Background: an optimization exercise with open tools, aiming at small area, a short achievable clock period and few clock cycles. Do not read the settings as production practice. At most, simulation tests tie the RTL to the original design; equivalence was not proved. Only the layout flow was run in runs 1 and 2; the RTL was not checked for function there.

--- design/flow/run.sh ---
#!/bin/bash
# synth_recipe.tcl (not shown) runs the flow's synth.tcl, then flattens the netlist and writes it again
# the make line also repeats each setting of config.mk as NAME=value (left out here)
make -C /OpenROAD-flow-scripts/flow DESIGN_CONFIG=/design/flow/config.mk WORK_HOME=/design/flow/orfs CLKGATE_MAP_FILE= SYNTH_SCRIPT=/design/flow/synth_recipe.tcl finish
--- design/flow/config.mk ---
export PLATFORM = sky130hd
export DESIGN_NAME = CONVEX
export DESIGN_NICKNAME = CONVEX
export VERILOG_FILES = /design/flow/design.v
export SDC_FILE = /design/flow/constraint.sdc
export NUM_CORES = 4
export LEC_CHECK = 0
export CAP_MARGIN = 20
export CORE_MARGIN = 2
export CORE_UTILIZATION = 55
export CTS_CLUSTER_DIAMETER = 120
export CTS_CLUSTER_SIZE = 20
export SETUP_SLACK_MARGIN = 5
export SLEW_MARGIN = 20
--- design/flow/constraint.sdc ---
create_clock -name core_clock -period 8.5 [get_ports {CLK}]
set_input_delay 1.7000 -clock core_clock [delete_from_list [all_inputs] [get_ports {CLK}]]
set_output_delay 1.7000 -clock core_clock [all_outputs]
set_load 0.01 [all_outputs]
--- design/flow/design.v ---
module CONVEX(
input               CLK,
input               RST,
input       [4:0]   PT_XY,
output              READ_PT,
output reg  [9:0]   DROP_X,
output reg  [9:0]   DROP_Y,
output reg          DROP_V);
reg  [2:0]  rx_cnt;
reg  [19:0] rx;
reg         rx_full;
reg  [19:0] pn;
reg         pn_v;
reg  [1:0]  npts;
reg         rp_n;                           
assign      READ_PT = !rp_n;
wire        accept   = READ_PT && (rx_cnt == 3'd0 || rx_cnt == 3'd1);
wire [2:0]  rx_cnt_n = accept ? 3'd4 : (rx_cnt != 3'd0 ? rx_cnt - 3'd1 : 3'd0);
wire        rx_done  = (rx_cnt == 3'd1);
wire        pn_take;                        
wire        pn_free  = !pn_v || pn_take;
wire        rx_move  = rx_full && pn_free;
wire        rx_byp   = rx_done && pn_free;
wire        rx_full_n = (rx_done && !pn_free) || (rx_full && !rx_move);
wire        pn_v_n    = rx_move || rx_byp || (pn_v && !pn_take);
always @(posedge CLK) begin
    if (rx_cnt != 3'd0) rx <= {rx[14:0], PT_XY};
    if (rx_move)     pn <= rx;
    else if (rx_byp) pn <= {rx[14:0], PT_XY};
end
always @(posedge CLK or posedge RST) begin
    if (RST) begin
        rx_cnt  <= 3'd0;
        rx_full <= 1'b0;
        pn_v    <= 1'b0;
        rp_n    <= 1'b0;
    end
    else begin
        rx_cnt  <= rx_cnt_n;
        rx_full <= rx_full_n;
        pn_v    <= pn_v_n;
        rp_n    <= !(!rx_full_n && (rx_cnt_n == 3'd0 || (rx_cnt_n == 3'd1 && !pn_v_n)));
    end
end
reg  [19:0] Q [0:11];
reg  [3:0]  cnt;
wire        pop;
reg  [1:0]  npush;
reg  [19:0] D0, D1;
wire [3:0]  base = cnt - {3'd0, pop};
wire        s3_v, s3_first, s3_last, s3_vis;
wire [19:0] s3_A;
reg  [12:0] at;                             
integer k, j;
always @(*) begin
    for (k = 0; k < 13; k = k + 1) at[k] = (cnt == k);
end
wire        base_odd = cnt[0] ^ pop;
wire [19:0] DE = base_odd ? D1 : D0;        
wire [19:0] DO = base_odd ? D0 : D1;        
always @(posedge CLK) begin
    for (j = 0; j < 12; j = j + 1) begin
        if (pop ? (at[j+1] || at[j]) : (at[j] || (j > 0 && at[(j > 0) ? j - 1 : 0])))
            Q[j] <= (j % 2 == 0) ? DE : DO;
        else if (pop && j < 11)
            Q[j] <= Q[(j < 11) ? j + 1 : 11];
    end
end
always @(posedge CLK or posedge RST) begin
    if (RST) cnt <= 4'd0;
    else     cnt <= vout ? cnt_n1 : cnt_n0;
end
reg         in_pass, need_last;
reg  [3:0]  tc;                             
reg  [19:0] PT, R0;
reg         r0_ok;                          
reg         fin;                            
reg  [3:0]  Hp;                             
wire        fin_set;
wire [3:0]  Hp_new;
reg         s1_v, s2_v, s1_first, s1_last, s2_first, s2_last;
wire [1:0]  ip      = {1'b0, s1_v} + {1'b0, s2_v};
reg         ip_0, ip_1, ip_2;
wire [19:0] A       = ip_0 ? Q[0] : ip_1 ? Q[1] : Q[2];
wire        r0_now  = s2_v && s2_first;
wire [19:0] B       = need_last ? (r0_ok ? R0 : Q[0]) : ip_0 ? Q[1] : ip_1 ? Q[2] : Q[3];
wire        avail2  = (cnt >= {2'd0, ip} + 4'd2);
wire        all_normal = fin && (tc + 4'd1 == Hp);
wire        last_is = in_pass && need_last && (r0_ok || r0_now);
wire        start   = (!in_pass || last_is) && pn_v && npts == 2'd2;
wire        direct  = pn_v && npts != 2'd2;             
wire        normal  = in_pass && !need_last && !all_normal && avail2;
assign      pn_take = start || direct;
wire        issue   = normal || last_is;
assign      pop     = s2_v;                 
always @(posedge CLK) begin
    if (start) PT <= pn;
end
always @(posedge CLK or posedge RST) begin
    if (RST) begin
        in_pass   <= 1'b0;
        need_last <= 1'b0;
        tc        <= 4'd0;
        npts      <= 2'd0;
        fin       <= 1'b0;
        Hp        <= 4'd0;
    end
    else begin
        if (direct) begin
            npts <= npts + 2'd1;
            if (npts == 2'd1) begin
                fin <= 1'b1;
                Hp  <= 4'd2;
            end
        end
        if (last_is) begin
            in_pass   <= 1'b0;
            need_last <= 1'b0;
            fin       <= 1'b0;
        end
        if (start) begin
            in_pass <= 1'b1;
            tc      <= 4'd0;
        end
        else if (normal) begin
            tc <= tc + 4'd1;
            if (fin && tc + 4'd2 == Hp) need_last <= 1'b1;
        end
        else if (in_pass && !need_last && all_normal)
            need_last <= 1'b1;
        if (fin_set) begin
            fin <= 1'b1;
            Hp  <= Hp_new;
        end
    end
end
reg  [10:0] s1_aX, s1_nY;
reg  [5:0]  s1_oneY, s1_twoY, s1_negY, s1_oneX, s1_twoX, s1_negX;
reg  [22:0] s2_r0, s2_r1, s2_r2;
function [17:0] booth;
    input [10:0] m;
    reg   [12:0] e;
    integer k;
    begin
        e = {m[10], m, 1'b0};
        for (k = 0; k < 6; k = k + 1) begin
            booth[k]      = e[2*k+1] ^ e[2*k];
            booth[6 + k]  = (e[2*k+2] & ~e[2*k+1] & ~e[2*k]) | (~e[2*k+2] & e[2*k+1] & e[2*k]);
            booth[12 + k] = e[2*k+2];
        end
    end
endfunction
wire [10:0] i_bX = {1'b0, B[19:10]} - {1'b0, PT[19:10]};
wire [10:0] i_bY = {1'b0, B[9:0]}   - {1'b0, PT[9:0]};
always @(posedge CLK) begin
    s1_aX <= {1'b0, A[19:10]} - {1'b0, PT[19:10]};
    s1_nY <= {1'b0, PT[9:0]}     - {1'b0, A[9:0]};
    {s1_negY, s1_twoY, s1_oneY} <= booth(i_bY);
    {s1_negX, s1_twoX, s1_oneX} <= booth(i_bX);
    s1_first <= (tc == 4'd0) && !need_last;
    s1_last  <= need_last;
end
wire [22:0] cs_r0, cs_r1, cs_r2;
CXS cxs(.aX(s1_aX), .nY(s1_nY),
        .oneY(s1_oneY), .twoY(s1_twoY), .negY(s1_negY),
        .oneX(s1_oneX), .twoX(s1_twoX), .negX(s1_negX),
        .r0(cs_r0), .r1(cs_r1), .r2(cs_r2));
always @(posedge CLK) begin
    s2_r0 <= cs_r0;
    s2_r1 <= cs_r1;
    s2_r2 <= cs_r2;
    s2_first <= s1_first;
    s2_last  <= s1_last;
end
wire [22:0] cs_s = s2_r0 ^ s2_r1 ^ s2_r2;
wire [22:0] cs_c = {(s2_r0[21:0] & s2_r1[21:0]) | (s2_r0[21:0] & s2_r2[21:0]) | (s2_r1[21:0] & s2_r2[21:0]), 1'b0};
wire [22:0] cs_t = cs_s + cs_c;
assign      s3_v     = s2_v;
assign      s3_first = s2_first;
assign      s3_last  = s2_last;
assign      s3_vis   = cs_t[22];
assign      s3_A     = Q[0];                  
always @(posedge CLK or posedge RST) begin
    if (RST) begin
        s1_v <= 1'b0;
        s2_v <= 1'b0;
        ip_0 <= 1'b1;
        ip_1 <= 1'b0;
        ip_2 <= 1'b0;
    end
    else begin
        s1_v <= issue;
        s2_v <= s1_v;
        ip_0 <= !issue && !s1_v;
        ip_1 <= issue ^ s1_v;
        ip_2 <= issue && s1_v;
    end
end
reg         prev_vis, vis0, anyvis;
reg  [19:0] PD;
reg  [3:0]  Hrun;
reg         pend, pend_drop0, pend_ins0, pend_inside;
wire        vin   = prev_vis;
wire        vout  = s3_vis;
wire        dec   = s3_v && !s3_first;
wire        drop  = dec && vin && vout;
wire        ins   = dec && vout && !vin;
wire        drop0 = vout && vis0;
wire        ins0  = vis0 && !vout;
wire [3:0]  Hrun_m2 = Hrun - 4'd2;
wire [3:0]  Hrun_m1 = Hrun - 4'd1;
wire [3:0]  Hrun_p1 = Hrun + 4'd1;
wire [3:0]  Hrun_n  = !vout ? Hrun : vin ? Hrun_m1 : Hrun_p1;
assign      fin_set = dec && s3_last;
wire [3:0]  Hp_v0   = vis0 ? Hrun_p1 : Hrun;
wire [3:0]  Hp_v1   = vin ? (vis0 ? Hrun_m2 : Hrun_m1) : (vis0 ? Hrun : Hrun_p1);
assign      Hp_new  = vout ? Hp_v1 : Hp_v0;
wire [1:0]  pend_n  = pend_drop0 ? 2'd0 : pend_ins0 ? 2'd2 : 2'd1;
wire [1:0]  npush0  = direct ? 2'd1 : pend ? pend_n : dec ? 2'd1 : 2'd0;
wire [1:0]  npush1  = direct ? 2'd1 : pend ? pend_n : dec ? (vin ? 2'd0 : 2'd2) : 2'd0;
wire [3:0]  cnt_n0  = (npush0 == 2'd0) ? base : (npush0 == 2'd1) ? base + 4'd1 : base + 4'd2;
wire [3:0]  cnt_n1  = (npush1 == 2'd0) ? base : (npush1 == 2'd1) ? base + 4'd1 : base + 4'd2;
always @(*) begin
    npush = vout ? npush1 : npush0;
    D0 = direct ? pn : pend ? R0 : s3_A;
    D1 = PD;
end
always @(posedge CLK) begin
    if (s3_v && s3_first) begin
        R0 <= s3_A;
        PD <= PT;
        vis0 <= s3_vis;
        prev_vis <= s3_vis;
        anyvis <= s3_vis;
        Hrun <= Hp;
    end
    else if (dec) begin
        prev_vis <= s3_vis;
        anyvis <= anyvis | s3_vis;
        Hrun <= Hrun_n;
    end
    if (fin_set) begin
        pend_drop0  <= drop0;
        pend_ins0   <= ins0;
        pend_inside <= !(anyvis || vout);
    end
end
always @(posedge CLK or posedge RST) begin
    if (RST) begin
        pend  <= 1'b0;
        r0_ok <= 1'b0;
    end
    else begin
        pend  <= fin_set;
        r0_ok <= start ? 1'b0 : (s3_v && s3_first) ? 1'b1 : r0_ok;
    end
end
always @(posedge CLK) begin
    if (pend)
        {DROP_X, DROP_Y} <= pend_drop0 ? R0 : PD;
    else
        {DROP_X, DROP_Y} <= s3_A;
end
always @(posedge CLK or posedge RST) begin
    if (RST) DROP_V <= 1'b0;
    else     DROP_V <= pend ? (pend_drop0 || pend_inside) : drop;
end
endmodule
module CXS(input [10:0] aX, input [10:0] nY,
           input [5:0] oneY, input [5:0] twoY, input [5:0] negY,
           input [5:0] oneX, input [5:0] twoX, input [5:0] negX,
           output [22:0] r0, output [22:0] r1, output [22:0] r2);
wire pY0_0 = ((oneY[0] & aX[0]) | (twoY[0] & 1'b0)) ^ negY[0];
wire pY0_1 = ((oneY[0] & aX[1]) | (twoY[0] & aX[0])) ^ negY[0];
wire pY0_2 = ((oneY[0] & aX[2]) | (twoY[0] & aX[1])) ^ negY[0];
wire pY0_3 = ((oneY[0] & aX[3]) | (twoY[0] & aX[2])) ^ negY[0];
wire pY0_4 = ((oneY[0] & aX[4]) | (twoY[0] & aX[3])) ^ negY[0];
wire pY0_5 = ((oneY[0] & aX[5]) | (twoY[0] & aX[4])) ^ negY[0];
wire pY0_6 = ((oneY[0] & aX[6]) | (twoY[0] & aX[5])) ^ negY[0];
wire pY0_7 = ((oneY[0] & aX[7]) | (twoY[0] & aX[6])) ^ negY[0];
wire pY0_8 = ((oneY[0] & aX[8]) | (twoY[0] & aX[7])) ^ negY[0];
wire pY0_9 = ((oneY[0] & aX[9]) | (twoY[0] & aX[8])) ^ negY[0];
wire pY0_10 = ((oneY[0] & aX[10]) | (twoY[0] & aX[9])) ^ negY[0];
wire pY0_11 = ((oneY[0] & aX[10]) | (twoY[0] & aX[10])) ^ negY[0];
wire pY1_0 = ((oneY[1] & aX[0]) | (twoY[1] & 1'b0)) ^ negY[1];
wire pY1_1 = ((oneY[1] & aX[1]) | (twoY[1] & aX[0])) ^ negY[1];
wire pY1_2 = ((oneY[1] & aX[2]) | (twoY[1] & aX[1])) ^ negY[1];
wire pY1_3 = ((oneY[1] & aX[3]) | (twoY[1] & aX[2])) ^ negY[1];
wire pY1_4 = ((oneY[1] & aX[4]) | (twoY[1] & aX[3])) ^ negY[1];
wire pY1_5 = ((oneY[1] & aX[5]) | (twoY[1] & aX[4])) ^ negY[1];
wire pY1_6 = ((oneY[1] & aX[6]) | (twoY[1] & aX[5])) ^ negY[1];
wire pY1_7 = ((oneY[1] & aX[7]) | (twoY[1] & aX[6])) ^ negY[1];
wire pY1_8 = ((oneY[1] & aX[8]) | (twoY[1] & aX[7])) ^ negY[1];
wire pY1_9 = ((oneY[1] & aX[9]) | (twoY[1] & aX[8])) ^ negY[1];
wire pY1_10 = ((oneY[1] & aX[10]) | (twoY[1] & aX[9])) ^ negY[1];
wire pY1_11 = ((oneY[1] & aX[10]) | (twoY[1] & aX[10])) ^ negY[1];
wire pY2_0 = ((oneY[2] & aX[0]) | (twoY[2] & 1'b0)) ^ negY[2];
wire pY2_1 = ((oneY[2] & aX[1]) | (twoY[2] & aX[0])) ^ negY[2];
wire pY2_2 = ((oneY[2] & aX[2]) | (twoY[2] & aX[1])) ^ negY[2];
wire pY2_3 = ((oneY[2] & aX[3]) | (twoY[2] & aX[2])) ^ negY[2];
wire pY2_4 = ((oneY[2] & aX[4]) | (twoY[2] & aX[3])) ^ negY[2];
wire pY2_5 = ((oneY[2] & aX[5]) | (twoY[2] & aX[4])) ^ negY[2];
wire pY2_6 = ((oneY[2] & aX[6]) | (twoY[2] & aX[5])) ^ negY[2];
wire pY2_7 = ((oneY[2] & aX[7]) | (twoY[2] & aX[6])) ^ negY[2];
wire pY2_8 = ((oneY[2] & aX[8]) | (twoY[2] & aX[7])) ^ negY[2];
wire pY2_9 = ((oneY[2] & aX[9]) | (twoY[2] & aX[8])) ^ negY[2];
wire pY2_10 = ((oneY[2] & aX[10]) | (twoY[2] & aX[9])) ^ negY[2];
wire pY2_11 = ((oneY[2] & aX[10]) | (twoY[2] & aX[10])) ^ negY[2];
wire pY3_0 = ((oneY[3] & aX[0]) | (twoY[3] & 1'b0)) ^ negY[3];
wire pY3_1 = ((oneY[3] & aX[1]) | (twoY[3] & aX[0])) ^ negY[3];
wire pY3_2 = ((oneY[3] & aX[2]) | (twoY[3] & aX[1])) ^ negY[3];
wire pY3_3 = ((oneY[3] & aX[3]) | (twoY[3] & aX[2])) ^ negY[3];
wire pY3_4 = ((oneY[3] & aX[4]) | (twoY[3] & aX[3])) ^ negY[3];
wire pY3_5 = ((oneY[3] & aX[5]) | (twoY[3] & aX[4])) ^ negY[3];
wire pY3_6 = ((oneY[3] & aX[6]) | (twoY[3] & aX[5])) ^ negY[3];
wire pY3_7 = ((oneY[3] & aX[7]) | (twoY[3] & aX[6])) ^ negY[3];
wire pY3_8 = ((oneY[3] & aX[8]) | (twoY[3] & aX[7])) ^ negY[3];
wire pY3_9 = ((oneY[3] & aX[9]) | (twoY[3] & aX[8])) ^ negY[3];
wire pY3_10 = ((oneY[3] & aX[10]) | (twoY[3] & aX[9])) ^ negY[3];
wire pY3_11 = ((oneY[3] & aX[10]) | (twoY[3] & aX[10])) ^ negY[3];
wire pY4_0 = ((oneY[4] & aX[0]) | (twoY[4] & 1'b0)) ^ negY[4];
wire pY4_1 = ((oneY[4] & aX[1]) | (twoY[4] & aX[0])) ^ negY[4];
wire pY4_2 = ((oneY[4] & aX[2]) | (twoY[4] & aX[1])) ^ negY[4];
wire pY4_3 = ((oneY[4] & aX[3]) | (twoY[4] & aX[2])) ^ negY[4];
wire pY4_4 = ((oneY[4] & aX[4]) | (twoY[4] & aX[3])) ^ negY[4];
wire pY4_5 = ((oneY[4] & aX[5]) | (twoY[4] & aX[4])) ^ negY[4];
wire pY4_6 = ((oneY[4] & aX[6]) | (twoY[4] & aX[5])) ^ negY[4];
wire pY4_7 = ((oneY[4] & aX[7]) | (twoY[4] & aX[6])) ^ negY[4];
wire pY4_8 = ((oneY[4] & aX[8]) | (twoY[4] & aX[7])) ^ negY[4];
wire pY4_9 = ((oneY[4] & aX[9]) | (twoY[4] & aX[8])) ^ negY[4];
wire pY4_10 = ((oneY[4] & aX[10]) | (twoY[4] & aX[9])) ^ negY[4];
wire pY4_11 = ((oneY[4] & aX[10]) | (twoY[4] & aX[10])) ^ negY[4];
wire pY5_0 = ((oneY[5] & aX[0]) | (twoY[5] & 1'b0)) ^ negY[5];
wire pY5_1 = ((oneY[5] & aX[1]) | (twoY[5] & aX[0])) ^ negY[5];
wire pY5_2 = ((oneY[5] & aX[2]) | (twoY[5] & aX[1])) ^ negY[5];
wire pY5_3 = ((oneY[5] & aX[3]) | (twoY[5] & aX[2])) ^ negY[5];
wire pY5_4 = ((oneY[5] & aX[4]) | (twoY[5] & aX[3])) ^ negY[5];
wire pY5_5 = ((oneY[5] & aX[5]) | (twoY[5] & aX[4])) ^ negY[5];
wire pY5_6 = ((oneY[5] & aX[6]) | (twoY[5] & aX[5])) ^ negY[5];
wire pY5_7 = ((oneY[5] & aX[7]) | (twoY[5] & aX[6])) ^ negY[5];
wire pY5_8 = ((oneY[5] & aX[8]) | (twoY[5] & aX[7])) ^ negY[5];
wire pY5_9 = ((oneY[5] & aX[9]) | (twoY[5] & aX[8])) ^ negY[5];
wire pY5_10 = ((oneY[5] & aX[10]) | (twoY[5] & aX[9])) ^ negY[5];
wire pY5_11 = ((oneY[5] & aX[10]) | (twoY[5] & aX[10])) ^ negY[5];
wire pX0_0 = ((oneX[0] & nY[0]) | (twoX[0] & 1'b0)) ^ negX[0];
wire pX0_1 = ((oneX[0] & nY[1]) | (twoX[0] & nY[0])) ^ negX[0];
wire pX0_2 = ((oneX[0] & nY[2]) | (twoX[0] & nY[1])) ^ negX[0];
wire pX0_3 = ((oneX[0] & nY[3]) | (twoX[0] & nY[2])) ^ negX[0];
wire pX0_4 = ((oneX[0] & nY[4]) | (twoX[0] & nY[3])) ^ negX[0];
wire pX0_5 = ((oneX[0] & nY[5]) | (twoX[0] & nY[4])) ^ negX[0];
wire pX0_6 = ((oneX[0] & nY[6]) | (twoX[0] & nY[5])) ^ negX[0];
wire pX0_7 = ((oneX[0] & nY[7]) | (twoX[0] & nY[6])) ^ negX[0];
wire pX0_8 = ((oneX[0] & nY[8]) | (twoX[0] & nY[7])) ^ negX[0];
wire pX0_9 = ((oneX[0] & nY[9]) | (twoX[0] & nY[8])) ^ negX[0];
wire pX0_10 = ((oneX[0] & nY[10]) | (twoX[0] & nY[9])) ^ negX[0];
wire pX0_11 = ((oneX[0] & nY[10]) | (twoX[0] & nY[10])) ^ negX[0];
wire pX1_0 = ((oneX[1] & nY[0]) | (twoX[1] & 1'b0)) ^ negX[1];
wire pX1_1 = ((oneX[1] & nY[1]) | (twoX[1] & nY[0])) ^ negX[1];
wire pX1_2 = ((oneX[1] & nY[2]) | (twoX[1] & nY[1])) ^ negX[1];
wire pX1_3 = ((oneX[1] & nY[3]) | (twoX[1] & nY[2])) ^ negX[1];
wire pX1_4 = ((oneX[1] & nY[4]) | (twoX[1] & nY[3])) ^ negX[1];
wire pX1_5 = ((oneX[1] & nY[5]) | (twoX[1] & nY[4])) ^ negX[1];
wire pX1_6 = ((oneX[1] & nY[6]) | (twoX[1] & nY[5])) ^ negX[1];
wire pX1_7 = ((oneX[1] & nY[7]) | (twoX[1] & nY[6])) ^ negX[1];
wire pX1_8 = ((oneX[1] & nY[8]) | (twoX[1] & nY[7])) ^ negX[1];
wire pX1_9 = ((oneX[1] & nY[9]) | (twoX[1] & nY[8])) ^ negX[1];
wire pX1_10 = ((oneX[1] & nY[10]) | (twoX[1] & nY[9])) ^ negX[1];
wire pX1_11 = ((oneX[1] & nY[10]) | (twoX[1] & nY[10])) ^ negX[1];
wire pX2_0 = ((oneX[2] & nY[0]) | (twoX[2] & 1'b0)) ^ negX[2];
wire pX2_1 = ((oneX[2] & nY[1]) | (twoX[2] & nY[0])) ^ negX[2];
wire pX2_2 = ((oneX[2] & nY[2]) | (twoX[2] & nY[1])) ^ negX[2];
wire pX2_3 = ((oneX[2] & nY[3]) | (twoX[2] & nY[2])) ^ negX[2];
wire pX2_4 = ((oneX[2] & nY[4]) | (twoX[2] & nY[3])) ^ negX[2];
wire pX2_5 = ((oneX[2] & nY[5]) | (twoX[2] & nY[4])) ^ negX[2];
wire pX2_6 = ((oneX[2] & nY[6]) | (twoX[2] & nY[5])) ^ negX[2];
wire pX2_7 = ((oneX[2] & nY[7]) | (twoX[2] & nY[6])) ^ negX[2];
wire pX2_8 = ((oneX[2] & nY[8]) | (twoX[2] & nY[7])) ^ negX[2];
wire pX2_9 = ((oneX[2] & nY[9]) | (twoX[2] & nY[8])) ^ negX[2];
wire pX2_10 = ((oneX[2] & nY[10]) | (twoX[2] & nY[9])) ^ negX[2];
wire pX2_11 = ((oneX[2] & nY[10]) | (twoX[2] & nY[10])) ^ negX[2];
wire pX3_0 = ((oneX[3] & nY[0]) | (twoX[3] & 1'b0)) ^ negX[3];
wire pX3_1 = ((oneX[3] & nY[1]) | (twoX[3] & nY[0])) ^ negX[3];
wire pX3_2 = ((oneX[3] & nY[2]) | (twoX[3] & nY[1])) ^ negX[3];
wire pX3_3 = ((oneX[3] & nY[3]) | (twoX[3] & nY[2])) ^ negX[3];
wire pX3_4 = ((oneX[3] & nY[4]) | (twoX[3] & nY[3])) ^ negX[3];
wire pX3_5 = ((oneX[3] & nY[5]) | (twoX[3] & nY[4])) ^ negX[3];
wire pX3_6 = ((oneX[3] & nY[6]) | (twoX[3] & nY[5])) ^ negX[3];
wire pX3_7 = ((oneX[3] & nY[7]) | (twoX[3] & nY[6])) ^ negX[3];
wire pX3_8 = ((oneX[3] & nY[8]) | (twoX[3] & nY[7])) ^ negX[3];
wire pX3_9 = ((oneX[3] & nY[9]) | (twoX[3] & nY[8])) ^ negX[3];
wire pX3_10 = ((oneX[3] & nY[10]) | (twoX[3] & nY[9])) ^ negX[3];
wire pX3_11 = ((oneX[3] & nY[10]) | (twoX[3] & nY[10])) ^ negX[3];
wire pX4_0 = ((oneX[4] & nY[0]) | (twoX[4] & 1'b0)) ^ negX[4];
wire pX4_1 = ((oneX[4] & nY[1]) | (twoX[4] & nY[0])) ^ negX[4];
wire pX4_2 = ((oneX[4] & nY[2]) | (twoX[4] & nY[1])) ^ negX[4];
wire pX4_3 = ((oneX[4] & nY[3]) | (twoX[4] & nY[2])) ^ negX[4];
wire pX4_4 = ((oneX[4] & nY[4]) | (twoX[4] & nY[3])) ^ negX[4];
wire pX4_5 = ((oneX[4] & nY[5]) | (twoX[4] & nY[4])) ^ negX[4];
wire pX4_6 = ((oneX[4] & nY[6]) | (twoX[4] & nY[5])) ^ negX[4];
wire pX4_7 = ((oneX[4] & nY[7]) | (twoX[4] & nY[6])) ^ negX[4];
wire pX4_8 = ((oneX[4] & nY[8]) | (twoX[4] & nY[7])) ^ negX[4];
wire pX4_9 = ((oneX[4] & nY[9]) | (twoX[4] & nY[8])) ^ negX[4];
wire pX4_10 = ((oneX[4] & nY[10]) | (twoX[4] & nY[9])) ^ negX[4];
wire pX4_11 = ((oneX[4] & nY[10]) | (twoX[4] & nY[10])) ^ negX[4];
wire pX5_0 = ((oneX[5] & nY[0]) | (twoX[5] & 1'b0)) ^ negX[5];
wire pX5_1 = ((oneX[5] & nY[1]) | (twoX[5] & nY[0])) ^ negX[5];
wire pX5_2 = ((oneX[5] & nY[2]) | (twoX[5] & nY[1])) ^ negX[5];
wire pX5_3 = ((oneX[5] & nY[3]) | (twoX[5] & nY[2])) ^ negX[5];
wire pX5_4 = ((oneX[5] & nY[4]) | (twoX[5] & nY[3])) ^ negX[5];
wire pX5_5 = ((oneX[5] & nY[5]) | (twoX[5] & nY[4])) ^ negX[5];
wire pX5_6 = ((oneX[5] & nY[6]) | (twoX[5] & nY[5])) ^ negX[5];
wire pX5_7 = ((oneX[5] & nY[7]) | (twoX[5] & nY[6])) ^ negX[5];
wire pX5_8 = ((oneX[5] & nY[8]) | (twoX[5] & nY[7])) ^ negX[5];
wire pX5_9 = ((oneX[5] & nY[9]) | (twoX[5] & nY[8])) ^ negX[5];
wire pX5_10 = ((oneX[5] & nY[10]) | (twoX[5] & nY[9])) ^ negX[5];
wire pX5_11 = ((oneX[5] & nY[10]) | (twoX[5] & nY[10])) ^ negX[5];
wire neg5s = negY[5] ^ negX[5];
wire neg5c = negY[5] & negX[5];
wire w1 = pY0_6 ^ pY1_4;
wire w2 = pY0_6 & pY1_4;
wire w3 = pY0_8 ^ pY1_6 ^ pY2_4;
wire w4 = (pY0_8 & pY1_6) | (pY0_8 & pY2_4) | (pY1_6 & pY2_4);
wire w5 = pY3_2 ^ pY4_0;
wire w6 = pY3_2 & pY4_0;
wire w7 = pY0_9 ^ pY1_7 ^ pY2_5;
wire w8 = (pY0_9 & pY1_7) | (pY0_9 & pY2_5) | (pY1_7 & pY2_5);
wire w9 = pY3_3 ^ pY4_1;
wire w10 = pY3_3 & pY4_1;
wire w11 = pY0_10 ^ pY1_8 ^ pY2_6;
wire w12 = (pY0_10 & pY1_8) | (pY0_10 & pY2_6) | (pY1_8 & pY2_6);
wire w13 = pY3_4 ^ pY4_2 ^ pY5_0;
wire w14 = (pY3_4 & pY4_2) | (pY3_4 & pY5_0) | (pY4_2 & pY5_0);
wire w15 = pX0_10 ^ pX1_8 ^ pX2_6;
wire w16 = (pX0_10 & pX1_8) | (pX0_10 & pX2_6) | (pX1_8 & pX2_6);
wire w17 = ~pY0_11 ^ pY1_9 ^ pY2_7;
wire w18 = (~pY0_11 & pY1_9) | (~pY0_11 & pY2_7) | (pY1_9 & pY2_7);
wire w19 = pY3_5 ^ pY4_3 ^ pY5_1;
wire w20 = (pY3_5 & pY4_3) | (pY3_5 & pY5_1) | (pY4_3 & pY5_1);
wire w21 = ~pX0_11 ^ pX1_9 ^ pX2_7;
wire w22 = (~pX0_11 & pX1_9) | (~pX0_11 & pX2_7) | (pX1_9 & pX2_7);
wire w23 = pX3_5 ^ pX4_3;
wire w24 = pX3_5 & pX4_3;
wire w25 = pY1_10 ^ pY2_8 ^ pY3_6;
wire w26 = (pY1_10 & pY2_8) | (pY1_10 & pY3_6) | (pY2_8 & pY3_6);
wire w27 = pY4_4 ^ pY5_2 ^ pX1_10;
wire w28 = (pY4_4 & pY5_2) | (pY4_4 & pX1_10) | (pY5_2 & pX1_10);
wire w29 = pX2_8 ^ pX3_6 ^ pX4_4;
wire w30 = (pX2_8 & pX3_6) | (pX2_8 & pX4_4) | (pX3_6 & pX4_4);
wire w31 = ~pY1_11 ^ pY2_9 ^ pY3_7;
wire w32 = (~pY1_11 & pY2_9) | (~pY1_11 & pY3_7) | (pY2_9 & pY3_7);
wire w33 = pY4_5 ^ pY5_3 ^ ~pX1_11;
wire w34 = (pY4_5 & pY5_3) | (pY4_5 & ~pX1_11) | (pY5_3 & ~pX1_11);
wire w35 = pX2_9 ^ pX3_7;
wire w36 = pX2_9 & pX3_7;
wire w37 = pY2_10 ^ pY3_8 ^ pY4_6;
wire w38 = (pY2_10 & pY3_8) | (pY2_10 & pY4_6) | (pY3_8 & pY4_6);
wire w39 = ~pY2_11 ^ pY3_9;
wire w40 = ~pY2_11 & pY3_9;
wire w41 = pY0_4 ^ pY1_2 ^ pY2_0;
wire w42 = (pY0_4 & pY1_2) | (pY0_4 & pY2_0) | (pY1_2 & pY2_0);
wire w43 = pY0_5 ^ pY1_3;
wire w44 = pY0_5 & pY1_3;
wire w45 = w1 ^ pY2_2 ^ pY3_0;
wire w46 = (w1 & pY2_2) | (w1 & pY3_0) | (pY2_2 & pY3_0);
wire w47 = negY[3] ^ pX0_6 ^ pX1_4;
wire w48 = (negY[3] & pX0_6) | (negY[3] & pX1_4) | (pX0_6 & pX1_4);
wire w49 = pY0_7 ^ pY1_5 ^ pY2_3;
wire w50 = (pY0_7 & pY1_5) | (pY0_7 & pY2_3) | (pY1_5 & pY2_3);
wire w51 = pY3_1 ^ pX0_7 ^ pX1_5;
wire w52 = (pY3_1 & pX0_7) | (pY3_1 & pX1_5) | (pX0_7 & pX1_5);
wire w53 = pX2_3 ^ pX3_1;
wire w54 = pX2_3 & pX3_1;
wire w55 = w3 ^ w5 ^ negY[4];
wire w56 = (w3 & w5) | (w3 & negY[4]) | (w5 & negY[4]);
wire w57 = pX0_8 ^ pX1_6 ^ pX2_4;
wire w58 = (pX0_8 & pX1_6) | (pX0_8 & pX2_4) | (pX1_6 & pX2_4);
wire w59 = pX3_2 ^ pX4_0 ^ negX[4];
wire w60 = (pX3_2 & pX4_0) | (pX3_2 & negX[4]) | (pX4_0 & negX[4]);
wire w61 = w7 ^ w9 ^ pX0_9;
wire w62 = (w7 & w9) | (w7 & pX0_9) | (w9 & pX0_9);
wire w63 = pX1_7 ^ pX2_5 ^ pX3_3;
wire w64 = (pX1_7 & pX2_5) | (pX1_7 & pX3_3) | (pX2_5 & pX3_3);
wire w65 = pX4_1 ^ w4 ^ w6;
wire w66 = (pX4_1 & w4) | (pX4_1 & w6) | (w4 & w6);
wire w67 = w11 ^ w13 ^ w15;
wire w68 = (w11 & w13) | (w11 & w15) | (w13 & w15);
wire w69 = pX3_4 ^ pX4_2 ^ pX5_0;
wire w70 = (pX3_4 & pX4_2) | (pX3_4 & pX5_0) | (pX4_2 & pX5_0);
wire w71 = neg5s ^ w8 ^ w10;
wire w72 = (neg5s & w8) | (neg5s & w10) | (w8 & w10);
wire w73 = w17 ^ w19 ^ w21;
wire w74 = (w17 & w19) | (w17 & w21) | (w19 & w21);
wire w75 = w23 ^ pX5_1 ^ neg5c;
wire w76 = (w23 & pX5_1) | (w23 & neg5c) | (pX5_1 & neg5c);
wire w77 = w12 ^ w14 ^ w16;
wire w78 = (w12 & w14) | (w12 & w16) | (w14 & w16);
wire w79 = w25 ^ w27 ^ w29;
wire w80 = (w25 & w27) | (w25 & w29) | (w27 & w29);
wire w81 = pX5_2 ^ 1'b1 ^ w18;
wire w82 = (pX5_2 & 1'b1) | (pX5_2 & w18) | (1'b1 & w18);
wire w83 = w20 ^ w22 ^ w24;
wire w84 = (w20 & w22) | (w20 & w24) | (w22 & w24);
wire w85 = w31 ^ w33 ^ w35;
wire w86 = (w31 & w33) | (w31 & w35) | (w33 & w35);
wire w87 = pX4_5 ^ pX5_3 ^ 1'b1;
wire w88 = (pX4_5 & pX5_3) | (pX4_5 & 1'b1) | (pX5_3 & 1'b1);
wire w89 = w26 ^ w28 ^ w30;
wire w90 = (w26 & w28) | (w26 & w30) | (w28 & w30);
wire w91 = w37 ^ pY5_4 ^ pX2_10;
wire w92 = (w37 & pY5_4) | (w37 & pX2_10) | (pY5_4 & pX2_10);
wire w93 = pX3_8 ^ pX4_6 ^ pX5_4;
wire w94 = (pX3_8 & pX4_6) | (pX3_8 & pX5_4) | (pX4_6 & pX5_4);
wire w95 = w32 ^ w34 ^ w36;
wire w96 = (w32 & w34) | (w32 & w36) | (w34 & w36);
wire w97 = w39 ^ pY4_7 ^ pY5_5;
wire w98 = (w39 & pY4_7) | (w39 & pY5_5) | (pY4_7 & pY5_5);
wire w99 = ~pX2_11 ^ pX3_9 ^ pX4_7;
wire w100 = (~pX2_11 & pX3_9) | (~pX2_11 & pX4_7) | (pX3_9 & pX4_7);
wire w101 = pX5_5 ^ 1'b1 ^ w38;
wire w102 = (pX5_5 & 1'b1) | (pX5_5 & w38) | (1'b1 & w38);
wire w103 = pY3_10 ^ pY4_8 ^ pY5_6;
wire w104 = (pY3_10 & pY4_8) | (pY3_10 & pY5_6) | (pY4_8 & pY5_6);
wire w105 = pX3_10 ^ pX4_8 ^ pX5_6;
wire w106 = (pX3_10 & pX4_8) | (pX3_10 & pX5_6) | (pX4_8 & pX5_6);
wire w107 = ~pY3_11 ^ pY4_9 ^ pY5_7;
wire w108 = (~pY3_11 & pY4_9) | (~pY3_11 & pY5_7) | (pY4_9 & pY5_7);
wire w109 = ~pX3_11 ^ pX4_9;
wire w110 = ~pX3_11 & pX4_9;
wire w111 = pY0_2 ^ pY1_0 ^ negY[1];
wire w112 = (pY0_2 & pY1_0) | (pY0_2 & negY[1]) | (pY1_0 & negY[1]);
wire w113 = pY0_3 ^ pY1_1;
wire w114 = pY0_3 & pY1_1;
wire w115 = w41 ^ negY[2] ^ pX0_4;
wire w116 = (w41 & negY[2]) | (w41 & pX0_4) | (negY[2] & pX0_4);
wire w117 = pX1_2 ^ pX2_0;
wire w118 = pX1_2 & pX2_0;
wire w119 = w43 ^ pY2_1 ^ pX0_5;
wire w120 = (w43 & pY2_1) | (w43 & pX0_5) | (pY2_1 & pX0_5);
wire w121 = pX1_3 ^ pX2_1 ^ w42;
wire w122 = (pX1_3 & pX2_1) | (pX1_3 & w42) | (pX2_1 & w42);
wire w123 = w45 ^ w47 ^ pX2_2;
wire w124 = (w45 & w47) | (w45 & pX2_2) | (w47 & pX2_2);
wire w125 = pX3_0 ^ negX[3] ^ w44;
wire w126 = (pX3_0 & negX[3]) | (pX3_0 & w44) | (negX[3] & w44);
wire w127 = w49 ^ w51 ^ w53;
wire w128 = (w49 & w51) | (w49 & w53) | (w51 & w53);
wire w129 = w2 ^ w46 ^ w48;
wire w130 = (w2 & w46) | (w2 & w48) | (w46 & w48);
wire w131 = w55 ^ w57 ^ w59;
wire w132 = (w55 & w57) | (w55 & w59) | (w57 & w59);
wire w133 = w50 ^ w52 ^ w54;
wire w134 = (w50 & w52) | (w50 & w54) | (w52 & w54);
wire w135 = w61 ^ w63 ^ w65;
wire w136 = (w61 & w63) | (w61 & w65) | (w63 & w65);
wire w137 = w56 ^ w58 ^ w60;
wire w138 = (w56 & w58) | (w56 & w60) | (w58 & w60);
wire w139 = w67 ^ w69 ^ w71;
wire w140 = (w67 & w69) | (w67 & w71) | (w69 & w71);
wire w141 = w62 ^ w64 ^ w66;
wire w142 = (w62 & w64) | (w62 & w66) | (w64 & w66);
wire w143 = w73 ^ w75 ^ w77;
wire w144 = (w73 & w75) | (w73 & w77) | (w75 & w77);
wire w145 = w68 ^ w70 ^ w72;
wire w146 = (w68 & w70) | (w68 & w72) | (w70 & w72);
wire w147 = w79 ^ w81 ^ w83;
wire w148 = (w79 & w81) | (w79 & w83) | (w81 & w83);
wire w149 = w74 ^ w76 ^ w78;
wire w150 = (w74 & w76) | (w74 & w78) | (w76 & w78);
wire w151 = w85 ^ w87 ^ w89;
wire w152 = (w85 & w87) | (w85 & w89) | (w87 & w89);
wire w153 = w80 ^ w82 ^ w84;
wire w154 = (w80 & w82) | (w80 & w84) | (w82 & w84);
wire w155 = w91 ^ w93 ^ w95;
wire w156 = (w91 & w93) | (w91 & w95) | (w93 & w95);
wire w157 = w86 ^ w88 ^ w90;
wire w158 = (w86 & w88) | (w86 & w90) | (w88 & w90);
wire w159 = w97 ^ w99 ^ w101;
wire w160 = (w97 & w99) | (w97 & w101) | (w99 & w101);
wire w161 = w92 ^ w94 ^ w96;
wire w162 = (w92 & w94) | (w92 & w96) | (w94 & w96);
wire w163 = w103 ^ w105 ^ w40;
wire w164 = (w103 & w105) | (w103 & w40) | (w105 & w40);
wire w165 = w98 ^ w100 ^ w102;
wire w166 = (w98 & w100) | (w98 & w102) | (w100 & w102);
wire w167 = w107 ^ w109 ^ pX5_7;
wire w168 = (w107 & w109) | (w107 & pX5_7) | (w109 & pX5_7);
wire w169 = 1'b1 ^ w104 ^ w106;
wire w170 = (1'b1 & w104) | (1'b1 & w106) | (w104 & w106);
wire w171 = pY4_10 ^ pY5_8 ^ pX4_10;
wire w172 = (pY4_10 & pY5_8) | (pY4_10 & pX4_10) | (pY5_8 & pX4_10);
wire w173 = pX5_8 ^ w108 ^ w110;
wire w174 = (pX5_8 & w108) | (pX5_8 & w110) | (w108 & w110);
wire w175 = ~pY4_11 ^ pY5_9 ^ ~pX4_11;
wire w176 = (~pY4_11 & pY5_9) | (~pY4_11 & ~pX4_11) | (pY5_9 & ~pX4_11);
wire w177 = pX5_9 ^ 1'b1;
wire w178 = pX5_9 & 1'b1;
wire w179 = pY0_0 ^ negY[0];
wire w180 = pY0_0 & negY[0];
wire w181 = w111 ^ pX0_2;
wire w182 = w111 & pX0_2;
wire w183 = w113 ^ pX0_3 ^ pX1_1;
wire w184 = (w113 & pX0_3) | (w113 & pX1_1) | (pX0_3 & pX1_1);
wire w185 = w115 ^ w117 ^ negX[2];
wire w186 = (w115 & w117) | (w115 & negX[2]) | (w117 & negX[2]);
wire w187 = w119 ^ w121 ^ w116;
wire w188 = (w119 & w121) | (w119 & w116) | (w121 & w116);
wire w189 = w123 ^ w125 ^ w120;
wire w190 = (w123 & w125) | (w123 & w120) | (w125 & w120);
wire w191 = w127 ^ w129 ^ w124;
wire w192 = (w127 & w129) | (w127 & w124) | (w129 & w124);
wire w193 = w131 ^ w133 ^ w128;
wire w194 = (w131 & w133) | (w131 & w128) | (w133 & w128);
wire w195 = w135 ^ w137 ^ w132;
wire w196 = (w135 & w137) | (w135 & w132) | (w137 & w132);
wire w197 = w139 ^ w141 ^ w136;
wire w198 = (w139 & w141) | (w139 & w136) | (w141 & w136);
wire w199 = w143 ^ w145 ^ w140;
wire w200 = (w143 & w145) | (w143 & w140) | (w145 & w140);
wire w201 = w147 ^ w149 ^ w144;
wire w202 = (w147 & w149) | (w147 & w144) | (w149 & w144);
wire w203 = w151 ^ w153 ^ w148;
wire w204 = (w151 & w153) | (w151 & w148) | (w153 & w148);
wire w205 = w155 ^ w157 ^ w152;
wire w206 = (w155 & w157) | (w155 & w152) | (w157 & w152);
wire w207 = w159 ^ w161 ^ w156;
wire w208 = (w159 & w161) | (w159 & w156) | (w161 & w156);
wire w209 = w163 ^ w165 ^ w160;
wire w210 = (w163 & w165) | (w163 & w160) | (w165 & w160);
wire w211 = w167 ^ w169 ^ w164;
wire w212 = (w167 & w169) | (w167 & w164) | (w169 & w164);
wire w213 = w171 ^ w173 ^ w168;
wire w214 = (w171 & w173) | (w171 & w168) | (w173 & w168);
wire w215 = w175 ^ w177 ^ w172;
wire w216 = (w175 & w177) | (w175 & w172) | (w177 & w172);
wire w217 = pY5_10 ^ pX5_10 ^ w176;
wire w218 = (pY5_10 & pX5_10) | (pY5_10 & w176) | (pX5_10 & w176);
wire w219 = ~pY5_11 ^ ~pX5_11;
wire w220 = ~pY5_11 & ~pX5_11;
assign r0 = {w220, w219, w217, w215, w213, w211, w209, w207, w205, w203, w201, w199, w197, w195, w193, w191, w189, w187, w185, w183, w181, pY0_1, w179};
assign r1 = {1'b0, 1'b1, w178, w174, w170, w166, w162, w158, w154, w150, w146, w142, w138, w134, w130, w126, w122, w118, w114, w112, pX1_0, pX0_1, pX0_0};
assign r2 = {1'b0, w218, w216, w214, w212, w210, w208, w206, w204, w202, w200, w198, w196, w194, w192, w190, w188, w186, w184, w182, negX[1], w180, negX[0]};
endmodule
==> metrics.md, run 1 <==
| Metric | Value |
|---|---|
| Status | `no timing/DRC/antenna violations` |
| Gpl congestion | `about 0.9` |
| CTS sink cnt | `between 500 and 600` |
| Final slew viol count | `0` |
| WS Path Type | `flop to flop` |
| Main area contributors after synthesis | `edfxtp_1 (37%), dfxtp_1 (10%), fa_1 (7.9%)` |
| Final WL | `66900 um` |
| Cells after DPL | `between 3000 and 4000` |
| Min Tclk post-route | `3.39 ns` |
| Io pins | `29` |
| Metal-1 WL | `30300 um` |
| Initial antenna violation count | `0` |
| Syn_nets | `approximately 3000` |
| Routed vias | `around 19000` |
| Crit end category | `flop` |
| H-Tree Depth | `1` |
| Top-area cell type share of the netlist area | `a little under two fifths` |
| Nets@finish | `2878` |
| CTS Buf Count | `30` |
| Seq cells post-synth | `roughly 530` |
| CP max-delay cell | `dfxtp_1` |
| Area added between synthesis and finish | `6.82%` |
| CP required | `slightly above 9 ns` |
| Layout Cells excl Fill | `between 3000 and 4000` |
| Syn Inst Count | `about 2700` |
| Fin crit share | `39.9%` |
| Post-DRT Antenna Nets | `0` |
| Post-synth EDFFs | `350` |
| Vias per cell | `approximately 5.6` |
| Port buffer count | `28` |
| CORE AREA | `approximately 51000 sq um` |
| Post-synth top flop | `edfxtp_1` |
| Rel. slew slack | `a little over a third` |
| RSZ-0062 raised after global routing | `yes` |
| # rows | `83` |
| Wire length on met2 | `about 32000 um` |
| First-pass GRT wire length | `about 110000 um` |
| Worst-path fanout max | `12` |
| Max cap viols | `0` |
| Top cells by count, synth | `edfxtp_1 (350), nor2_1 (317), a21oi_1 (276), inv_1 (253), nand2_1 (204)` |
| Register area share after synthesis | `49.8%` |
| Avg Inst Size Synth | `10.5 sq um` |
| CP arrival | `about 4.0 ns` |
| Layout cell share with drive strength beyond 1 | `5.82%` |
| Most used cell, CP | `fa_1` |
| Crit-path cells | `a22oi_1, xor2_1, fa_1, inv_1, fa_1, inv_1, fa_1, inv_1, fa_1` |
| Top Layer Used | `met4` |
| Routed len/inst | `~20 um` |
| Total global routing overflow | `0` |
| Detail Placement HPWL | `48800 um` |
| Yosys top cell by area | `edfxtp_1` |
| Initial detailed-routing violation count | `around 1400` |
| Setup-failing EPs final | `0` |
| Clock latency (worst-skew pair) | `0.63 ns` |
| Slew @ Worst Pin | `roughly 0.96 ns` |
| Met3 WL | `3330 um` |
| CTS tree | `done` |
| Chip width | `between 200 and 250 um` |
| Largest net degree at the start of global routing | `between 80 and 90` |
| Asr flop ratio synth | `approximately 5.7%` |
| Vias in the first global route | `around 19000` |
| Clk buf depth | `3` |
| Worst path max stage delay | `around 0.65 ns` |
| CTS root buf | `clkbuf_16` |
| Distinct cell type count after synthesis | `67` |
| Clock Skew | `between 0.02 and 0.025 ns` |
| Final hold vios | `0` |
| Setup_tns | `0 ns` |
| Netlist Area Pre-Place | `about 29000 sq um` |
| CP startpoint kind | `flop` |
| Top-count cell post-synth | `edfxtp_1` |
| DR DRC count | `0` |
| Die height | `~230 um` |
| Fmax | `about 300 MHz` |
| Die Area | `around 54000 sq um` |
| Yosys warns | `2` |
| Drt first pass iters | `5` |
| Total GRT Usage | `about a quarter` |
| Hold-fix buffers at CTS | `0` |
| Hold Crit Class | `flop to flop` |
| Fillers | `around 4400` |
| Initial Utilization | `55.6%` |
| Worst-path clk slew | `~0.090 ns` |
[cell usage in the layout, fill, tap and decap left out, types with 19 or more instances in the layout]
cell type and instances:
mux2i_1 110, buf_4 33, xnor2_1 128, edfxtp_1 350, nand2_1 201, a211oi_1 19
a21oi_1 273, inv_1 252, dfxtp_1 131, fa_1 112, clkbuf_16 35, nor2_1 312
ha_1 100, o21ai_0 150, dfrtp_1 27, xor2_1 68, a22oi_1 102, clkbuf_1 24
mux2_2 25, clkdlybuf4s50_1 28
[cell families (layout without fill, tap and decap cells)]
group | after synthesis | count (layout) | share of synthesized area (%)
simple gates | 615 | 615 | 8.98
compound gates | 612 | 612 | 12.5
flops | 526 | 526 | 49.8
buf+inv | 416 | 384 | 5.57
fa+ha+maj | 213 | 213 | 12.3
xor+xnor | 197 | 197 | 6.05
mux | 135 | 135 | 4.85
other cells | 0 | 1 | 0
[worst max-delay path, delay by kind of cell (launching register included)]
family / cells / cell delay (ns)
fa+ha+maj: 4 / 2.11
xor+xnor: 1 / 0.20
compound gates: 1 / 0.20
flops: 1 / 0.65
buf+inv: 3 / 0.16
[path summary, 6_finish.rpt]
kind	from	to	slack, ns	cells past startpoint
setup / recovery	s1_oneY[2]	s2_r0[14]	5.11	9
hold reg to reg	s1_first	s2_first	0.33	0
max in group asynchronous	RST	pend	6.68	3
min in group asynchronous	RST	cnt[0]	1.46	3
hold / removal	s1_first	s2_first	0.33	0
setup reg to reg	s1_oneY[2]	s2_r0[14]	5.11	9
[registers in the layout, summed over array words and instances (netlist names), 11 cells and up]
register and count:
PD 20, s2_r2 22, Q 240, R0 20
pn 20, s1_aX 11, PT 20, s2_r0 23
s2_r1 21, s1_nY 11, rx 20
[layer usage]
metal,vias up,track usage [%]
met5,-,0
met4,0,6.11
met3,91,3.38
met2,432,41.7
met1,9315,34.8
li1,9129,-
[stage by stage]
step | util (%) | hold slack [ns] | cell area, sq um | setup slack, ns
floorplan | - | 0.310 | 28500 | 5.04
global placement | 57.1 | 0.312 | 29300 | 4.74
detailed placement | 57.1 | 0.313 | 29300 | 4.71
CTS | 59.0 | 0.332 | 30200 | 5.00
global route | 59.3 | 0.348 | 30400 | 4.96
finish | 59.4 | 0.328 | 30400 | 5.11
[timing repair]
action | in CTS | in global routing
pin swaps | 1 | 3
gates resized for setup | 7 | 26
setup buffers | 3 | 5
endpoints found under the setup margin | 22 | 67
cloned | 0 | 4
[layout make-up]
| class | instances | area (sq um) | area share (%) |
|---|---|---|---|
| sequential | 526 | 14200 | 46.7 |
| multi-input combinational | 1772 | 12800 | 42.1 |
| inverter | 259 | 976 | 3.21 |
| clock buffer | 55 | 866 | 2.84 |
| tap | 680 | 851 | 2.79 |
| timing repair buffer | 69 | 703 | 2.31 |
| clock inverter | 1 | 16.3 | 0.0534 |
| antenna | 1 | 2.50 | 0.00822 |
==> run 2: changes to the inputs <==
--- a/design/flow/config.mk
+++ b/design/flow/config.mk
@@ -9,3 +9,3 @@
 export CORE_MARGIN = 2
-export CORE_UTILIZATION = 55
+export CORE_UTILIZATION = 70
 export CTS_CLUSTER_DIAMETER = 120
==> metrics.md, run 2 <==
| Metric | Value |
|---|---|
| CTS sink cnt | `526 (unchanged)` |
| Yosys warns | `2 (unchanged)` |
| Fin crit share | `39.8% (was 39.9%)` |
| Chip width | `206 um (was 232 um)` |
| Largest net degree at the start of global routing | `81 (unchanged)` |
| WS Path Type | `flop to flop (unchanged)` |
| Initial detailed-routing violation count | `1920 (was 1419)` |
| Number of flip-flops in the largest register | `240 (unchanged)` |
| Post-Place Worst Slack | `4.72 ns (was 4.71 ns)` |
| Total GRT Usage | `31.4% (was 25.0%)` |
| Total global routing overflow | `0 (unchanged)` |
| Clk buf depth | `3 (unchanged)` |
| Setup-failing EPs final | `0 (unchanged)` |
| DR DRC count | `0 (unchanged)` |
| Worst-path fanout max | `13 (was 12)` |
| CP required | `8.99 ns (was 9.06 ns)` |
| Final WL | `66600 um (was 66900 um)` |
| Status | `no timing/DRC/antenna violations (unchanged)` |
| Netlist Area Pre-Place | `28500 sq um (unchanged)` |
| Fmax | `295 MHz (about the same)` |
| Final slew viol count | `0 (unchanged)` |
| Avg Inst Size Synth | `10.5 sq um (unchanged)` |
| Drt first pass iters | `7 (was 5)` |
| Most frequent cells in the layout | `edfxtp_1 (350), nor2_1 (314), a21oi_1 (273) (was edfxtp_1 (350), nor2_1 (312), a21oi_1 (273))` |
| Busiest grt layer | `met2 (unchanged)` |
| Gpl congestion | `0.943 (was 0.887)` |
| Met2 Usage GRT | `51.2% (was 41.7%)` |
| CP startpoint kind | `flop (unchanged)` |
| Clock latency (worst-skew pair) | `0.64 ns (was 0.63 ns)` |
| Hold Crit Class | `flop to flop (unchanged)` |
| Most common cell after layout, fill and taps aside | `edfxtp_1 (unchanged)` |
| Crit end category | `flop (unchanged)` |
| Max cap viols | `0 (unchanged)` |
| H-Tree Depth | `1 (unchanged)` |
| Layout cell share with drive strength beyond 1 | `5.56% (was 5.82%)` |
| Vias per cell | `6.14 (was 5.64)` |
| Setup_tns | `0 ns (unchanged)` |
| CP arrival | `3.88 ns (was 3.95 ns)` |
| Slew @ Worst Pin | `0.994 ns (was 0.963 ns)` |
| N_diodes | `0 (was 1)` |
| Nets@finish | `2878 (unchanged)` |
| CTS root buf | `clkbuf_16 (unchanged)` |
| Detail Placement HPWL | `47600 um (was 48800 um)` |
| Fillers | `2778 (was 4354)` |
| Syn Inst Count | `2714 (unchanged)` |
| Top-count cell post-synth | `edfxtp_1 (unchanged)` |
| Setup WS post-layout | `5.11 ns (about the same)` |
| Rel. slew slack | `33.5% (was 35.6%)` |
| CTS Buf Count | `30 (unchanged)` |
| Initial antenna violation count | `0 (unchanged)` |
| Io pins | `29 (unchanged)` |
| Die Area | `42400 sq um (was 53700 sq um)` |
| CORE AREA | `40000 sq um (was 51300 sq um)` |
| Main area contributors after synthesis | `edfxtp_1 (37%), dfxtp_1 (10%), fa_1 (7.9%) (unchanged)` |
| Min Tclk post-route | `3.39 ns (about the same)` |
| Register area share after synthesis | `49.8% (unchanged)` |
| Worst-path clk slew | `0.08 ns (was 0.09 ns)` |
| CTS tree | `done (unchanged)` |
| Hold-fix buffers at CTS | `0 (unchanged)` |
| Registers with the most flip-flops | `Q x240, s2_r0 x23, s2_r2 x22 (unchanged)` |
| Post-synth top flop | `edfxtp_1 (unchanged)` |
| # rows | `73 (was 83)` |
| Initial Utilization | `71.3% (was 55.6%)` |
| Routed vias | `19700 (was 19000)` |
| Post-DRT Antenna Nets | `0 (unchanged)` |
| Post-synth EDFFs | `350 (unchanged)` |
| First-pass GRT wire length | `103000 um (was 106000 um)` |
| Routed len/inst | `20.8 um (was 19.9 um)` |
| Top reg by flops | `Q (unchanged)` |
| Die height | `206 um (was 232 um)` |
| Asr flop ratio synth | `5.70% (unchanged)` |
| RSZ-0062 raised after global routing | `yes (unchanged)` |
| Clock Skew | `0.0269 ns (was 0.0242 ns)` |
| Top-area cell type share of the netlist area | `36.9% (unchanged)` |
| Area added between synthesis and finish | `6.30% (was 6.82%)` |
| Top cells by count, synth | `edfxtp_1 (350), nor2_1 (317), a21oi_1 (276), inv_1 (253), nand2_1 (204) (unchanged)` |
| Syn_nets | `2934 (unchanged)` |
| Seq cells post-synth | `526 (unchanged)` |
| Fin util | `75.7% (was 59.4%)` |
| Port buffer count | `28 (unchanged)` |
| Vias in the first global route | `19000 (was 18800)` |
| Met1 Resource Use GR | `43.6% (was 34.8%)` |
| Yosys top cell by area | `edfxtp_1 (unchanged)` |
| GRT met3 Usage | `4.45% (was 3.38%)` |
| Final hold vios | `0 (unchanged)` |
| Distinct cell type count after synthesis | `67 (unchanged)` |
run 2: cell counts after synthesis:
No cell type changed its count.
run 2: path summary, 6_finish.rpt:
check | startpoint | to | slack (ns) | cells after the start
worst max-delay path | s1_negX[1] | s2_r0[10] | 5.11 | 8
worst min register to register | s1_first | s2_first | 0.33 | 0
worst max register to register | s1_negX[1] | s2_r0[10] | 5.11 | 8
worst min-delay path | s1_first | s2_first | 0.33 | 0
max in group asynchronous | RST | pend | 6.69 | 3
min in group asynchronous | RST | s1_v | 1.45 | 3
run 2: final cells by class:
class | count | area (sq um) | share of cell area, %
well taps | 525 | 657 | 2.17
flip-flops and latches | 526 | 14200 | 46.9
multi-input cells | 1773 | 12800 | 42.4
clock inverters | 2 | 46.3 | 0.153
repair buffers | 68 | 741 | 2.44
clock buffers | 52 | 833 | 2.75
inverters | 259 | 978 | 3.23
run 2: logic make-up after synthesis:
group	count (synthesis)	synth area share [%]
buffers and inverters	416	5.57
DFF	526	49.8
xor gates and xnor gates	197	6.05
and+or+nand+nor	615	8.98
adders and majority gates	213	12.3
muxes	135	4.85
AOI/OAI and AO/OA	612	12.5
run 2: metal layers:
metal | vias to the layer above | wire (um)
met5 | - | 0
met4 | 0 | 2520
met3 | 140 | 5270
met2 | 897 | 31600
met1 | 9523 | 27200
li1 | 9110 | -
run 2: what timing repair did:
item,4_1_cts,5_1_grt
cloned,0,6
buffers inserted,4,5
endpoints found under the hold margin,0,0
resized for setup,8,22
setup endpoints to repair,25,37
pin swaps,1,2
run 2: stage by stage:
step,area [sq um],hold WS [ns],cells
final,30300,0.333,3205
after global routing,30300,0.341,3205
after CTS,30000,0.333,3192
after detailed placement,29100,0.312,3134
after global placement,29100,0.310,3133
after floorplan,28500,0.310,2714
run 2: worst max-delay path, cell delays in order (launching register included):
cell	delay, ns
dfxtp_1	0.88
xor2_1	0.20
fa_1	0.54
inv_1	0.05
fa_1	0.47
inv_1	0.05
fa_1	0.54
inv_1	0.06
fa_1	0.46
==> run 3: changes to the inputs <==
--- a/design/flow/design.v
+++ b/design/flow/design.v
@@ -57,3 +57,4 @@
 end
-wire        base_odd = cnt[0] ^ pop;
+reg         pend, pend_drop0, pend_ins0, pend_inside, pend_swap;
+wire        base_odd = cnt[0] ^ pop ^ (pend && pend_swap);
 wire [19:0] DE = base_odd ? D1 : D0;        
@@ -80,3 +81,5 @@
 wire [3:0]  Hp_new;
-reg         s1_v, s2_v, s1_first, s1_last, s2_first, s2_last;
+reg         s1_v, s2_v, s1_first, s1_last, s2_first, s2_last, s1_tri, s2_tri;
+reg         tri_act;
+wire        tri_d;
 wire [1:0]  ip      = {1'b0, s1_v} + {1'b0, s2_v};
@@ -88,3 +91,3 @@
 wire        all_normal = fin && (tc + 4'd1 == Hp);
-wire        last_is = in_pass && need_last && (r0_ok || r0_now);
+wire        last_is = in_pass && need_last && (r0_ok || r0_now) && !tri_act;
 wire        start   = (!in_pass || last_is) && pn_v && npts == 2'd2;
@@ -104,2 +107,3 @@
         npts      <= 2'd0;
+        tri_act   <= 1'b0;
         fin       <= 1'b0;
@@ -111,4 +115,5 @@
             if (npts == 2'd1) begin
-                fin <= 1'b1;
-                Hp  <= 4'd2;
+                fin     <= 1'b1;
+                Hp      <= 4'd2;
+                tri_act <= 1'b1;
             end
@@ -134,2 +139,7 @@
         end
+        if (tri_d) begin
+            in_pass   <= 1'b0;
+            need_last <= 1'b0;
+            tri_act   <= 1'b0;
+        end
     end
@@ -161,2 +171,3 @@
     s1_last  <= need_last;
+    s1_tri   <= tri_act;
 end
@@ -173,2 +184,3 @@
     s2_last  <= s1_last;
+    s2_tri   <= s1_tri;
 end
@@ -201,3 +213,2 @@
 reg  [3:0]  Hrun;
-reg         pend, pend_drop0, pend_ins0, pend_inside;
 wire        vin   = prev_vis;
@@ -213,6 +224,7 @@
 wire [3:0]  Hrun_n  = !vout ? Hrun : vin ? Hrun_m1 : Hrun_p1;
-assign      fin_set = dec && s3_last;
+assign      tri_d   = s3_v && s2_tri;
+assign      fin_set = (dec && s3_last) || tri_d;
 wire [3:0]  Hp_v0   = vis0 ? Hrun_p1 : Hrun;
 wire [3:0]  Hp_v1   = vin ? (vis0 ? Hrun_m2 : Hrun_m1) : (vis0 ? Hrun : Hrun_p1);
-assign      Hp_new  = vout ? Hp_v1 : Hp_v0;
+assign      Hp_new  = tri_d ? 4'd3 : vout ? Hp_v1 : Hp_v0;
 wire [1:0]  pend_n  = pend_drop0 ? 2'd0 : pend_ins0 ? 2'd2 : 2'd1;
@@ -242,5 +254,6 @@
     if (fin_set) begin
-        pend_drop0  <= drop0;
-        pend_ins0   <= ins0;
-        pend_inside <= !(anyvis || vout);
+        pend_drop0  <= drop0 && !tri_d;
+        pend_ins0   <= ins0 || tri_d;
+        pend_inside <= !(anyvis || vout) && !tri_d;
+        pend_swap   <= tri_d && !vout;
     end
--- a/design/flow/config.mk
+++ b/design/flow/config.mk
@@ -9,3 +9,3 @@
 export CORE_MARGIN = 2
-export CORE_UTILIZATION = 70
+export CORE_UTILIZATION = 55
 export CTS_CLUSTER_DIAMETER = 120
==> metrics.md, run 3 <==
| Metric | Value |
|---|---|
| Status | `no timing/DRC/antenna violations (unchanged)` |
| Post-synth top flop | `edfxtp_1 (unchanged)` |
| Die Area | `53800 sq um (was 42400 sq um)` |
| Layout cell share with drive strength beyond 1 | `5.88% (was 5.56%)` |
| Post-DRT Antenna Nets | `0 (unchanged)` |
| N_diodes | `0 (unchanged)` |
| Top cell family by delay on the critical path | `buffers and inverters (was adder cells)` |
| Max cap viols | `0 (unchanged)` |
| Io pins | `29 (unchanged)` |
| Avg Inst Size Synth | `10.7 sq um (was 10.5 sq um)` |
| Initial detailed-routing violation count | `1199 (was 1920)` |
| Routed len/inst | `20.7 um (was 20.8 um)` |
| Syn Inst Count | `2667 (was 2714)` |
| Fmax | `291 MHz (was 295 MHz)` |
| Asr flop ratio synth | `5.85% (was 5.70%)` |
| Routed vias | `18700 (was 19700)` |
| Vias per cell | `5.65 (was 6.14)` |
| H-Tree Depth | `1 (unchanged)` |
| Fin crit share | `40.4% (was 39.8%)` |
| Initial Utilization | `55.7% (was 71.3%)` |
| Final WL | `68700 um (was 66600 um)` |
| CP arrival | `3.80 ns (was 3.88 ns)` |
| Top-area cell type share of the netlist area | `36.9% (about the same)` |
| RSZ-0062 raised after global routing | `yes (unchanged)` |
| CTS Buf Count | `30 (unchanged)` |
| CTS sink cnt | `530 (was 526)` |
| Worst path max stage delay | `0.91 ns (was 0.88 ns)` |
| Top cells by count, synth | `edfxtp_1 (351), nor2_1 (252), inv_1 (248), a21oi_1 (230), nand2_1 (222) (was edfxtp_1 (350), nor2_1 (317), a21oi_1 (276), inv_1 (253), nand2_1 (204))` |
| Syn_nets | `2887 (was 2934)` |
| Crit-path cells | `clkinv_1, ha_1, inv_1, xnor2_2, buf_4, mux2i_1, o21ai_0 (was xor2_1, fa_1, inv_1, fa_1, inv_1, fa_1, inv_1, fa_1)` |
| Hold-fix buffers at CTS | `0 (unchanged)` |
| Largest net degree at the start of global routing | `64 (was 81)` |
| Total global routing overflow | `0 (unchanged)` |
| Hold Crit Class | `flop to flop (unchanged)` |
| Rel. slew slack | `30.4% (was 33.5%)` |
| Critical Path Stages | `7 (was 8)` |
| Distinct cell type count after synthesis | `59 (was 67)` |
| CP max-delay cell | `mux2i_1 (was dfxtp_1)` |
| Number of flip-flops in the largest register | `240 (unchanged)` |
| Min Hold Slack | `0.338 ns (was 0.333 ns)` |
| Post-synth EDFFs | `351 (was 350)` |
| Area added between synthesis and finish | `7.27% (was 6.30%)` |
| Crit end category | `flop (unchanged)` |
| Clk buf depth | `3 (unchanged)` |
| Total GRT Usage | `25.8% (was 31.4%)` |
| Chip width | `232 um (was 206 um)` |
| CP required | `8.86 ns (was 8.99 ns)` |
| Registers with the most flip-flops | `Q x240, s2_r0 x23, s2_r2 x22 (unchanged)` |
| Clock latency (worst-skew pair) | `0.65 ns (was 0.64 ns)` |
| Drt first pass iters | `5 (was 7)` |
| Detail Placement HPWL | `49700 um (was 47600 um)` |
| Hold depth | `0 (unchanged)` |
| Most common cell after layout, fill and taps aside | `edfxtp_1 (unchanged)` |
| Clock Skew | `0.0611 ns (was 0.0269 ns)` |
| Seq cells post-synth | `530 (was 526)` |
| Vias in the first global route | `18800 (was 19000)` |
| Slew @ Worst Pin | `1.02 ns (was 0.994 ns)` |
| Buf/Inv on CP | `3 (unchanged)` |
| Final hold vios | `0 (unchanged)` |
| Min Tclk post-route | `3.43 ns (was 3.39 ns)` |
| Setup_tns | `0 ns (unchanged)` |
| Layout Cells excl Fill | `3315 (was 3205)` |
| Worst R2R Path Depth | `7 (was 8)` |
| Initial antenna violation count | `0 (unchanged)` |
| Register area share after synthesis | `50.0% (was 49.8%)` |
| Main area contributors after synthesis | `edfxtp_1 (37%), dfxtp_1 (10%), fa_1 (7.9%) (unchanged)` |
| Nets@finish | `2833 (was 2878)` |
run 3: cell types whose count changed after synthesis, moves of 8 or more:
cell and delta:
mux2i_1 +41, buf_2 -8, nor2_1 -65, a21oi_1 -46, o21ai_0 +14, nand2_1 +18
run 3: kinds of logic after synthesis:
group | Yosys count | synth area share [%]
AO/OA/AOI/OAI | 574 | 11.7
XOR/XNOR | 198 | 6.14
adder cells (fa/ha/maj) | 214 | 12.3
buffers and inverters | 404 | 5.32
flip-flops | 530 | 50.0
multiplexers | 175 | 6.24
AND/OR/NAND/NOR | 572 | 8.31
run 3: area by class of cell:
cell class / instances / area [sq um]
fill: 4297 / 20700
sequential: 530 / 14300
multi-input combinational: 1734 / 12900
inverter: 252 / 946
tap: 680 / 851
clock buffer: 52 / 833
timing repair buffer: 65 / 714
clock inverter: 2 / 41.3
run 3: per-layer routing:
metal  vias up  global-route usage (%)  share of wire (%)  wire length (um)
met3       115                    2.73                2.9              2030
met5         -                       0                  0                 0
met2       383                    46.3                 50             34600
met4         0                    8.59                3.7              2560
met1      9255                    32.7                 43             29500
li1       8988                       -                  -                 -
run 3: path summary, 6_finish.rpt:
kind / slack, ns / end / start
min in group asynchronous: 1.43 / Hp[1] / RST
hold reg to reg: 0.34 / s2_first / s1_first
setup reg to reg: 5.07 / Q[9][16] / cnt[0]
max in group asynchronous: 6.72 / pend / RST
hold / removal: 0.34 / s2_first / s1_first
setup / recovery: 5.07 / Q[9][16] / cnt[0]
run 3: repair_timing:
item                       CTS  global route
gates cloned                 4             1
setup buffers                5             1
pin swaps                    2             3
gates resized for setup     11            35
setup endpoints to repair   36            49
run 3: per-stage QoR:
stage               setup slack [ns]  area [sq um]  util [%]
floorplan                       5.03         28600         -
global route                    4.87         30600      59.7
CTS                             4.97         30400      59.3
detailed placement              4.41         29400      57.2
finish                          5.07         30600      59.7
global placement                4.49         29400      57.2
Testbench counts of run 3, summed over its fixed seeds: cycles 23,534.

[separate check: timing with driven ports]
The flow's constraints put no driver on any port. The routed layouts listed below were extracted and timed again, unchanged, in two steps. Step 1 assumes that a clkbuf_16 drives the clock port and a buf_2 every other input. Step 2, shift: input delay + t, output delay - t, t = (earliest + latest rising clock arrival at the registers) / 2. This alone moves slack from input paths to output paths. a / b / c = ideal / step 1 / step 2; a / b = the first two.
| run | t (ns) | slack for setup (ns) | worst register clock-pin slew, ns | worst slew at a driven data input, ns |
|---|---|---|---|---|
| run 1 | 0.678 | 5.112 / 5.053 / 5.112 | 0.09 / 0.09 | 0.05 |
| run 2 | 0.680 | 5.113 / 5.076 / 5.113 | 0.09 / 0.09 | 0.05 |
| run 3 | 0.680 | 5.065 / 5.065 / 5.065 | 0.09 / 0.09 | 0.05 |
After both steps setup and hold are still met in every run listed.
